Source: an optimization exercise on an open RTL-to-GDS flow (aim: small area). Production flows keep margins and buffers that such runs may drop. Where RTL was checked, it was by simulation tests only, not by an equivalence proof against the original. The clock input has no modelled driver; a real chip could not lean on it and would need a root buffer or a full tree. Power is estimated from default activity; no workload was simulated.

==> flow/design.v <==
module debounce(input wire clk, input wire rst_n, input wire smp, input wire key_i, output reg fire);
reg [3:0] st; reg [3:0] nx;
always @(*) begin
  case ({st, key_i})
    5'd0: nx = 4'd9;
    5'd1: nx = 4'd0;
    5'd2: nx = 4'd7;
    5'd3: nx = 4'd0;
    5'd4: nx = 4'd9;
    5'd5: nx = 4'd0;
    5'd6: nx = 4'd5;
    5'd7: nx = 4'd0;
    5'd10: nx = 4'd5;
    5'd11: nx = 4'd0;
    5'd14: nx = 4'd3;
    5'd15: nx = 4'd2;
    5'd18: nx = 4'd10;
    5'd19: nx = 4'd0;
    5'd20: nx = 4'd11;
    5'd21: nx = 4'd0;
    5'd22: nx = 4'd13;
    5'd23: nx = 4'd0;
    5'd26: nx = 4'd14;
    5'd27: nx = 4'd0;
    5'd28: nx = 4'd1;
    5'd29: nx = 4'd0;
    default: nx = 4'bxxxx;
  endcase
  case (st)
    4'd0: fire = 1'b0;
    4'd1: fire = 1'b0;
    4'd2: fire = 1'b1;
    4'd3: fire = 1'b1;
    4'd5: fire = 1'b0;
    4'd7: fire = 1'b0;
    4'd9: fire = 1'b0;
    4'd10: fire = 1'b0;
    4'd11: fire = 1'b0;
    4'd13: fire = 1'b0;
    4'd14: fire = 1'b0;
    default: fire = 1'bx;
  endcase
end
always @(posedge clk or negedge rst_n) if (~rst_n) st <= 4'd0; else if (smp) st <= nx;
endmodule
module  sco (
        input    wire              clk                 ,
        input    wire              rst_n               ,
        input    wire              p1                  ,
        input    wire              p2                  ,
        input    wire              p3                  ,
        input    wire              fire_bs             ,
        input    wire              fire_rec            ,
        input    wire              fire_dis            ,
        input    wire    [2:0]     sel                 ,
        output   wire    [3:0]     dig
);
reg        en;         
reg [1:0]  cd;         
reg [1:0]  cr;         
reg [3:0]  d0, d1, d2, d4;
reg [2:0]  d3, d5;
wire d0_9 = d0[3] & d0[0];
wire d1_9 = d1[3] & d1[0];
wire d2_9 = d2[3] & d2[0];
wire d3_5 = d3[2] & d3[0];
wire d4_9 = d4[3] & d4[0];
wire d5_5 = d5[2] & d5[0];
wire c1 = p1 & d0_9;
wire c2 = c1 & d1_9;
wire c3 = c2 & d2_9;
wire c4 = c3 & d3_5;
wire c5 = c4 & d4_9;
function [3:0] inc10;
    input [3:0] d;
    input       e;
    inc10 = {d[3] ^ (e & d[0] & (d[3] | (d[2] & d[1]))),
             d[2] ^ (e & d[0] & d[1]),
             d[1] ^ (e & d[0] & ~d[3]),
             d[0] ^ e};
endfunction
function [2:0] inc6;
    input [2:0] d;
    input       e;
    inc6 = {d[2] ^ (e & d[0] & (d[2] | d[1])),
            d[1] ^ (e & d[0] & ~d[2]),
            d[0] ^ e};
endfunction
always @(posedge clk or negedge rst_n) begin
    if (~rst_n) begin
        d0 <= 4'd0; d1 <= 4'd0; d2 <= 4'd0; d3 <= 3'd0; d4 <= 4'd0; d5 <= 3'd0;
    end
    else begin
        d0 <= inc10(d0, p1 & (en | d0_9));
        d1 <= inc10(d1, c1);
        d2 <= inc10(d2, c2);
        d3 <= inc6(d3, c3);
        d4 <= inc10(d4, c4);
        d5 <= inc6(d5, c5);
    end
end
always @(posedge clk or negedge rst_n) begin
    if (~rst_n) begin
        en <= 1'b0;
        cd <= 2'd0;
    end
    else begin
        if (p2 & fire_bs) begin
            en <= ~en;
            cd <= 2'd0;
        end
        else if (p3 & fire_dis & ~fire_bs & ~en)
            cd <= {cd[1] ^ cd[0], ~cd[0]};
    end
end
wire [21:0] now = {d5, d4, d3, d2, d1, d0};
wire wr = p2 & fire_rec & en;
reg        full;       
always @(posedge clk or negedge rst_n) begin
    if (~rst_n) begin
        cr <= 2'd0;
        full <= 1'b0;
    end
    else if (wr) begin
        cr <= {cr[0], ~(cr[1] | cr[0])};
        if (cr[1]) full <= 1'b1;
    end
end
reg [21:0] lap0, lap1, lap2;
always @(posedge clk) begin
    if (wr & (cr == 2'd0)) lap0 <= now;
    if (wr & (cr == 2'd1)) lap1 <= now;
    if (wr & cr[1])        lap2 <= now;
end
wire blank = ~full & ((cd == 2'd3) | (cd == 2'd2 & ~cr[1]) | (cd == 2'd1 & cr == 2'd0));
wire [3:0] src = blank ? 4'b0000 : {cd == 2'd3, cd == 2'd2, cd == 2'd1, cd == 2'd0};
wire [5:0] pos = {sel == 3'd0, sel == 3'd1, sel == 3'd2, sel == 3'd3, sel == 3'd4, sel == 3'd5};
function [3:0] pick;
    input [21:0] v;
    input [5:0]  p;
    pick = ({4{p[0]}} & v[3:0])           | ({4{p[1]}} & v[7:4])  |
           ({4{p[2]}} & v[11:8])          | ({4{p[3]}} & {1'b0, v[14:12]}) |
           ({4{p[4]}} & v[18:15])         | ({4{p[5]}} & {1'b0, v[21:19]});
endfunction
assign dig = pick(now,  pos & {6{src[0]}}) | pick(lap0, pos & {6{src[1]}}) |
             pick(lap1, pos & {6{src[2]}}) | pick(lap2, pos & {6{src[3]}});
endmodule
module  led_display (
        input    wire              clk              ,
        input    wire              rst_n            ,
        input    wire    [3:0]     dig              ,   
        output   wire              p0               ,
        output   wire              p1               ,
        output   wire              p2               ,
        output   wire              p3               ,
        output   wire    [2:0]     sel              ,
        output   wire    [7:0]     seg
);
reg [2:0] b;
reg [2:0] c;
reg [2:0] s;
wire f1 = b[2] & ~b[1];
always @(posedge clk or negedge rst_n) begin
    if (~rst_n) begin
        b <= 3'b000;
        c <= 3'b000;
        s <= 3'd5;
    end
    else begin
        b <= {b[1], b[0], ~(b[2] & b[1])};
        if (f1) c <= {c[1], c[0], ~(c[2] | c[1])};
        s <= {s[2] ^ (f1 & ~s[0] & ~s[1]),
              s[1] ^ (f1 & ~s[0] & (s[2] | s[1])),
              s[0] ^ f1};
    end
end
wire after = (c == 3'b000) & s[0];
assign p0 = f1 & c[2] & ~c[1] & ~s[0];
assign p1 = after & b[0] & ~b[1];
assign p2 = after & b[1] & ~b[2];
assign p3 = after & b[2] & b[0];
assign sel = s;
reg [6:0] seg_r;
always @(*) begin
    case (dig)
        4'd0: seg_r = 7'b100_0000;
        4'd1: seg_r = 7'b111_1001;
        4'd2: seg_r = 7'b010_0100;
        4'd3: seg_r = 7'b011_0000;
        4'd4: seg_r = 7'b001_1001;
        4'd5: seg_r = 7'b001_0010;
        4'd6: seg_r = 7'b000_0010;
        4'd7: seg_r = 7'b111_1000;
        4'd8: seg_r = 7'b000_0000;
        4'd9: seg_r = 7'b001_0000;
        default: seg_r = 7'bxxx_xxxx;
    endcase
end
assign seg = {~(s[0] & ~s[2]), seg_r};
endmodule
module  second_counter_top (
        input    wire             clk                 ,
        input    wire             rst_n               ,
        input    wire             key_bs              ,
        input    wire             key_rec             ,
        input    wire             key_dis             ,
        output   wire    [2:0]    sel                 ,
        output   wire    [7:0]    seg
);
wire p0, p1, p2, p3;
wire fire_bs, fire_rec, fire_dis;
wire [3:0] dig;
debounce debounce_u1 (.clk(clk), .rst_n(rst_n), .smp(p0), .key_i(key_bs),  .fire(fire_bs));
debounce debounce_u2 (.clk(clk), .rst_n(rst_n), .smp(p0), .key_i(key_rec), .fire(fire_rec));
debounce debounce_u3 (.clk(clk), .rst_n(rst_n), .smp(p0), .key_i(key_dis), .fire(fire_dis));
sco sco_u1 (
    .clk(clk), .rst_n(rst_n), .p1(p1), .p2(p2), .p3(p3),
    .fire_bs(fire_bs), .fire_rec(fire_rec), .fire_dis(fire_dis),
    .sel(sel), .dig(dig));
led_display led_display_u1 (
    .clk(clk), .rst_n(rst_n), .dig(dig),
    .p0(p0), .p1(p1), .p2(p2), .p3(p3), .sel(sel), .seg(seg));
endmodule
==> flow/config.mk <==
export PLATFORM = sky130hd
export DESIGN_NAME = second_counter_top
export DESIGN_NICKNAME = second_counter_top
export VERILOG_FILES = /design/flow/design.v
export SDC_FILE = /design/flow/constraint.sdc
export NUM_CORES = 4
export LEC_CHECK = 0
export CAP_MARGIN = 20
export CORE_MARGIN = 2
export CORE_UTILIZATION = 45
export SLEW_MARGIN = 20
==> flow/constraint.sdc <==
create_clock -name core_clock -period 10.0 [get_ports {clk}]
set_input_delay 2.0000 -clock core_clock [delete_from_list [all_inputs] [get_ports {clk}]]
set_output_delay 2.0000 -clock core_clock [all_outputs]
set_load 0.01 [all_outputs]
standard.sh (not shown) runs the stock make flow with config.mk's settings and CLKGATE_MAP_FILE= SYNTH_SCRIPT=/design/flow/synth_recipe.tcl, a recipe that flattens the netlist after the stock synthesis.
==> flow/flow/run.sh <==
#!/bin/bash
# Own layout flow: the standard ORFS flow with three changes.
#  1. Synthesis is the standard synthesis script, except that ABC maps the
#     logic with an area-oriented script (flow/abc_area.script). Everything
#     before ABC (and so every register, its name and its cell) is unchanged.
#     Yosys's full/half-adder extraction is skipped (ADDER_MAP_FILE empty), so
#     ABC sees and optimises all of the logic.
#  2. Port buffers are the smallest buffer (buf_1) instead of a delay buffer.
#  3. The clock tree is built by flow/cts.tcl (a root buffer and 12 leaf
#     buffers over position-based groups of registers) instead of TritonCTS.
# Each tool's output is in orfs/logs/...; make's own output in flow_make.log.
set -euo pipefail
W=$PWD
F=$W/flow

# synthesis script: synth_recipe.tcl sourcing a copy of ORFS's synth.tcl whose
# ABC call uses our script
sed "s|^source \$::env(SCRIPTS_DIR)/synth_preamble.tcl|source \$::env(SCRIPTS_DIR)/synth_preamble.tcl\nset abc_args [lreplace \$abc_args 1 1 $F/abc_area.script]|" \
    "$FLOW_HOME/scripts/synth.tcl" > "$W/synth_area.tcl"
grep -q "abc_area.script" "$W/synth_area.tcl"
sed "s|^source \$::env(SCRIPTS_DIR)/synth.tcl|source $W/synth_area.tcl|" synth_recipe.tcl > "$W/own_synth.tcl"
grep -q "synth_area.tcl" "$W/own_synth.tcl"
sed "s|SYNTH_SCRIPT=[^ ]*|SYNTH_SCRIPT=$W/own_synth.tcl|" standard.sh > "$W/own_standard.sh"
grep -q "own_synth.tcl" "$W/own_standard.sh"

bash "$W/own_standard.sh" \
    "ADDER_MAP_FILE=" \
    "BUFFER_PORTS_ARGS=-buffer_cell sky130_fd_sc_hd__buf_1" \
    "PRE_CTS_TCL=$F/cts.tcl" \
    finish > "$W/flow_make.log" 2>&1
test -s "$W/out/final.def"
Other scripts of this flow, unchanged in this note and not shown: flow/flow/abc_area.script, flow/flow/cts.tcl
Change:
--- a/flow/design.v
+++ b/flow/design.v
@@ -131,22 +131,18 @@
     if (wr & (cr == 2'd0)) lap0 <= now;
     if (wr & (cr == 2'd1)) lap1 <= now;
     if (wr & cr[1])        lap2 <= now;
 end
 wire blank = ~full & ((cd == 2'd3) | (cd == 2'd2 & ~cr[1]) | (cd == 2'd1 & cr == 2'd0));
 wire [3:0] src = blank ? 4'b0000 : {cd == 2'd3, cd == 2'd2, cd == 2'd1, cd == 2'd0};
+wire [21:0] v = ({22{src[0]}} & now)  | ({22{src[1]}} & lap0) |
+                ({22{src[2]}} & lap1) | ({22{src[3]}} & lap2);
 wire [5:0] pos = {sel == 3'd0, sel == 3'd1, sel == 3'd2, sel == 3'd3, sel == 3'd4, sel == 3'd5};
-function [3:0] pick;
-    input [21:0] v;
-    input [5:0]  p;
-    pick = ({4{p[0]}} & v[3:0])           | ({4{p[1]}} & v[7:4])  |
-           ({4{p[2]}} & v[11:8])          | ({4{p[3]}} & {1'b0, v[14:12]}) |
-           ({4{p[4]}} & v[18:15])         | ({4{p[5]}} & {1'b0, v[21:19]});
-endfunction
-assign dig = pick(now,  pos & {6{src[0]}}) | pick(lap0, pos & {6{src[1]}}) |
-             pick(lap1, pos & {6{src[2]}}) | pick(lap2, pos & {6{src[3]}});
+assign dig = ({4{pos[0]}} & v[3:0])           | ({4{pos[1]}} & v[7:4])  |
+             ({4{pos[2]}} & v[11:8])          | ({4{pos[3]}} & {1'b0, v[14:12]}) |
+             ({4{pos[4]}} & v[18:15])         | ({4{pos[5]}} & {1'b0, v[21:19]});
 endmodule
 module  led_display (
         input    wire              clk              ,
         input    wire              rst_n            ,
         input    wire    [3:0]     dig              ,   
         output   wire              p0               ,
Result: Sequential share of layout area is higher by 0.56 points; wire length is lower by 12%; worst setup slack is better by 0.51 ns; power is higher by 0.32%; core utilization is lower by 0.21 points; cell area is lower by 0.88%; global-route usage is lower by 2.3 points; die area is lower by 1.5%; sequential power is about the same; clock power is about the same; final cell count is lower by 0.91%; area after synthesis is lower by 1.6%.
No functional check of the RTL was part of the first run of this note. No run of this note takes its clock network from TritonCTS; it comes from the design's own scripts or RTL.

* * *

rev 12:
Another version of the RTL of second_counter_top (not shown whole).
Size: roughly 420 cells after synthesis, roughly 16 I/O pins.
==> module sco, before the edit <==
module  sco (
        input    wire              clk                 ,
        input    wire              rst_n               ,
        input    wire              p1                  ,
        input    wire              p2                  ,
        input    wire              p3                  ,
        input    wire              fire_bs             ,
        input    wire              fire_rec            ,
        input    wire              fire_dis            ,
        input    wire    [2:0]     sel                 ,
        output   wire    [3:0]     dig
);
reg        en;         
reg [1:0]  cd;         
reg [1:0]  cr;         
reg [3:0]  d0, d1, d2, d4;
reg [2:0]  d3, d5;
wire d0_9 = d0[3] & d0[0];
wire d1_9 = d1[3] & d1[0];
wire d2_9 = d2[3] & d2[0];
wire d3_5 = d3[2] & d3[0];
wire d4_9 = d4[3] & d4[0];
wire d5_5 = d5[2] & d5[0];
wire c1 = p1 & d0_9;
wire c2 = c1 & d1_9;
wire c3 = c2 & d2_9;
wire c4 = c3 & d3_5;
wire c5 = c4 & d4_9;
function [3:0] inc10;
    input [3:0] d;
    input       e;
    inc10 = {d[3] ^ (e & d[0] & (d[3] | (d[2] & d[1]))),
             d[2] ^ (e & d[0] & d[1]),
             d[1] ^ (e & d[0] & ~d[3]),
             d[0] ^ e};
endfunction
function [2:0] inc6;
    input [2:0] d;
    input       e;
    inc6 = {d[2] ^ (e & d[0] & (d[2] | d[1])),
            d[1] ^ (e & d[0] & ~d[2]),
            d[0] ^ e};
endfunction
always @(posedge clk or negedge rst_n) begin
    if (~rst_n) begin
        d0 <= 4'd0; d1 <= 4'd0; d2 <= 4'd0; d3 <= 3'd0; d4 <= 4'd0; d5 <= 3'd0;
    end
    else begin
        d0 <= inc10(d0, p1 & (en | d0_9));
        d1 <= inc10(d1, c1);
        d2 <= inc10(d2, c2);
        d3 <= inc6(d3, c3);
        d4 <= inc10(d4, c4);
        d5 <= inc6(d5, c5);
    end
end
always @(posedge clk or negedge rst_n) begin
    if (~rst_n) begin
        en <= 1'b0;
        cd <= 2'd0;
    end
    else begin
        if (p2 & fire_bs) begin
            en <= ~en;
            cd <= 2'd0;
        end
        else if (p3 & fire_dis & ~fire_bs & ~en)
            cd <= {cd[1] ^ cd[0], ~cd[0]};
    end
end
wire [21:0] now = {d5, d4, d3, d2, d1, d0};
wire wr = p2 & fire_rec & en;
reg [1:0]  ph;
reg        pend;       
reg        full;       
wire [1:0] ph_n = {ph[0], ~(ph[1] | ph[0])};     
wire       ins  = pend & (ph_n == cr);
always @(posedge clk or negedge rst_n) begin
    if (~rst_n) begin
        ph   <= 2'd0;
        pend <= 1'b0;
        cr   <= 2'd0;
        full <= 1'b0;
    end
    else begin
        ph <= ph_n;
        if (wr) pend <= 1'b1;
        else if (ins) begin
            pend <= 1'b0;
            cr   <= {cr[0], ~(cr[1] | cr[0])};
            if (cr[1]) full <= 1'b1;
        end
    end
end
reg [21:0] r0, r1, r2;
always @(posedge clk) begin
    r0 <= ins ? now : r2;
    r1 <= r0;
    r2 <= r1;
end
wire blank = ~full & ((cd == 2'd3) | (cd == 2'd2 & ~cr[1]) | (cd == 2'd1 & cr == 2'd0));
reg [3:0] src;
always @(*) begin
    case ({cd, ph})
        4'b00_00, 4'b00_01, 4'b00_10: src = 4'b0001;                  
        4'b01_00: src = 4'b0010;  4'b01_01: src = 4'b0100;  4'b01_10: src = 4'b1000;   
        4'b10_00: src = 4'b1000;  4'b10_01: src = 4'b0010;  4'b10_10: src = 4'b0100;   
        4'b11_00: src = 4'b0100;  4'b11_01: src = 4'b1000;  4'b11_10: src = 4'b0010;   
        default: src = 4'bxxxx;
    endcase
    if (blank) src = 4'b0000;
end
wire [21:0] v = ({22{src[0]}} & now) | ({22{src[1]}} & r0) |
                ({22{src[2]}} & r1)  | ({22{src[3]}} & r2);
wire [5:0] pos = {sel == 3'd0, sel == 3'd1, sel == 3'd2, sel == 3'd3, sel == 3'd4, sel == 3'd5};
assign dig = ({4{pos[0]}} & v[3:0])           | ({4{pos[1]}} & v[7:4])  |
             ({4{pos[2]}} & v[11:8])          | ({4{pos[3]}} & {1'b0, v[14:12]}) |
             ({4{pos[4]}} & v[18:15])         | ({4{pos[5]}} & {1'b0, v[21:19]});
endmodule
==> flow/config.mk <==
export PLATFORM = sky130hd
export DESIGN_NAME = second_counter_top
export DESIGN_NICKNAME = second_counter_top
export VERILOG_FILES = /design/flow/design.v
export SDC_FILE = /design/flow/constraint.sdc
export NUM_CORES = 4
export LEC_CHECK = 0
export CAP_MARGIN = 20
export CORE_MARGIN = 2
export CORE_UTILIZATION = 45
export SLEW_MARGIN = 20
==> flow/constraint.sdc <==
create_clock -name core_clock -period 10.0 [get_ports {clk}]
set_input_delay 2.0000 -clock core_clock [delete_from_list [all_inputs] [get_ports {clk}]]
set_output_delay 2.0000 -clock core_clock [all_outputs]
set_load 0.01 [all_outputs]
==> flow/flow/abc_area.script <==
&get -n
&st
&syn3
&dch -f
&nf -R 1000 -p
&put
==> flow/flow/cts.tcl <==
proc my_cts_build { nleaf ncol bufname {rootname sky130_fd_sc_hd__clkbuf_8} } {
  set db [ord::get_db]
  set block [ord::get_db_block]
  set clk [$block findNet clk]
  $clk setSigType CLOCK
  set sinks {}
  foreach it [$clk getITerms] {
    set bb [[$it getInst] getBBox]
    lappend sinks [list $it [expr {([$bb xMin] + [$bb xMax]) / 2}] [expr {([$bb yMin] + [$bb yMax]) / 2}]]
  }
  # split into ncol columns by x, each into nrow groups by y
  set nrow [expr {($nleaf + $ncol - 1) / $ncol}]
  set groups {}
  set s [lsort -integer -index 1 $sinks]
  set n [llength $s]
  for {set c 0} {$c < $ncol} {incr c} {
    set col [lsort -integer -index 2 [lrange $s [expr {$c * $n / $ncol}] [expr {($c + 1) * $n / $ncol - 1}]]]
    set m [llength $col]
    for {set r 0} {$r < $nrow} {incr r} {
      lappend groups [lrange $col [expr {$r * $m / $nrow}] [expr {($r + 1) * $m / $nrow - 1}]]
    }
  }
  set master [$db findMaster $bufname]
  set drv $clk
  if {$nleaf > 4} {
    set sx 0; set sy 0
    foreach e $sinks { incr sx [lindex $e 1]; incr sy [lindex $e 2] }
    set n [llength $sinks]
    set root [odb::dbInst_create $block [$db findMaster $rootname] "clkbuf_root"]
    set drv [odb::dbNet_create $block "clknet_root"]
    $drv setSigType CLOCK
    [$root findITerm A] connect $clk
    [$root findITerm X] connect $drv
    $root setLocation [expr {$sx / $n}] [expr {$sy / $n}]
    $root setPlacementStatus PLACED
  }
  set k 0
  foreach g $groups {
    set sx 0; set sy 0
    foreach e $g { incr sx [lindex $e 1]; incr sy [lindex $e 2] }
    set n [llength $g]
    set inst [odb::dbInst_create $block $master "clkbuf_leaf_$k"]
    set net [odb::dbNet_create $block "clknet_leaf_$k"]
    $net setSigType CLOCK
    [$inst findITerm A] connect $drv
    [$inst findITerm X] connect $net
    foreach e $g { set it [lindex $e 0]; $it disconnect; $it connect $net }
    $inst setLocation [expr {$sx / $n}] [expr {$sy / $n}]
    $inst setPlacementStatus PLACED
    incr k
  }
  puts "my_cts: [llength $sinks] sinks, $k buffers $bufname"
}

# Replace TritonCTS: the clock port drives one root clock buffer, which
# drives 12 leaf clock buffers, each driving about 10 registers.
rename clock_tree_synthesis triton_clock_tree_synthesis
proc clock_tree_synthesis { args } {
  my_cts_build 12 3 sky130_fd_sc_hd__clkbuf_4 sky130_fd_sc_hd__clkbuf_4
  set_propagated_clock [all_clocks]
}
Scripts as last shown in full above: flow/flow/run.sh
--- input diff rev 12..rev 13 ---
diff --git a/flow/design.v b/flow/design.v
--- a/flow/design.v
+++ b/flow/design.v
@@ -118,7 +118,7 @@
 reg [1:0]  ph;
 reg        pend;       
-reg        full;       
+reg        init;       
 wire [1:0] ph_n = {ph[0], ~(ph[1] | ph[0])};     
-wire       ins  = pend & (ph_n == cr);
+wire       wins = pend & (ph_n == cr);
 always @(posedge clk or negedge rst_n) begin
     if (~rst_n) begin
@@ -126,13 +126,13 @@
         pend <= 1'b0;
         cr   <= 2'd0;
-        full <= 1'b0;
+        init <= 1'b1;
     end
     else begin
         ph <= ph_n;
+        if (ph[1]) init <= 1'b0;
         if (wr) pend <= 1'b1;
-        else if (ins) begin
+        else if (wins) begin
             pend <= 1'b0;
             cr   <= {cr[0], ~(cr[1] | cr[0])};
-            if (cr[1]) full <= 1'b1;
         end
     end
@@ -140,9 +140,8 @@
 reg [21:0] r0, r1, r2;
 always @(posedge clk) begin
-    r0 <= ins ? now : r2;
+    r0 <= (wins | init) ? now : r2;
     r1 <= r0;
     r2 <= r1;
 end
-wire blank = ~full & ((cd == 2'd3) | (cd == 2'd2 & ~cr[1]) | (cd == 2'd1 & cr == 2'd0));
 reg [3:0] src;
 always @(*) begin
@@ -154,5 +153,4 @@
         default: src = 4'bxxxx;
     endcase
-    if (blank) src = 4'b0000;
 end
 wire [21:0] v = ({22{src[0]}} & now) | ({22{src[1]}} & r0) |
### Flow results
- Rev 13 ran to completion and came out clean on the timing, design-rule and antenna checks.
- Power per standard cell area down about 1.2% in rev 13 wrt rev 12
- Of rev 12 and rev 13, the higher combinational power share belongs to rev 12.
- Compared with rev 12, in rev 13 total count of hold-check failures in the final report essentially unchanged, clock share of power decreased 0.5 points, y dimension of the die essentially unchanged, minimum period implied by the final worst setup slack increased 0.13 ns.
No run of this note takes its clock network from TritonCTS; it comes from the design's own scripts or RTL.

port drivers added, routing unchanged:
The flow's constraints put no driver on any port. The routed layouts listed below were extracted and timed again, unchanged, in two steps.
Step 1 (the two cells are an assumption about what drives the block):
set clk [get_ports {clk}]
set_driving_cell -lib_cell sky130_fd_sc_hd__clkbuf_16 $clk
set_driving_cell -lib_cell sky130_fd_sc_hd__buf_2 [delete_from_list [all_inputs] $clk]
Step 2 moves the port delays by t, midway between the first and last clock arrival at a register: inputs arrive t later, outputs are due t later. That takes back most of the time a late clock gives input paths.
Slacks: ideal / step 1 / step 2; pairs: ideal / step 1.
run | shift t [ns] | slack for setup (ns) | worst setup path after step 2 | slew at the worst register clock pin (ns)
the first run of note 1 | 0.530 | 4.247 / 4.216 / 4.746 | register to output | 0.11 / 0.11
the second run of note 1 | 0.512 | 4.761 / 4.732 / 5.244 | register to output | 0.11 / 0.11
rev 12 | 0.529 | 4.241 / 4.209 / 4.738 | register to output | 0.11 / 0.11
rev 13 | 0.497 | 4.107 / 4.077 / 4.574 | register to output | 0.11 / 0.11
After both steps setup and hold are still met in every run listed.
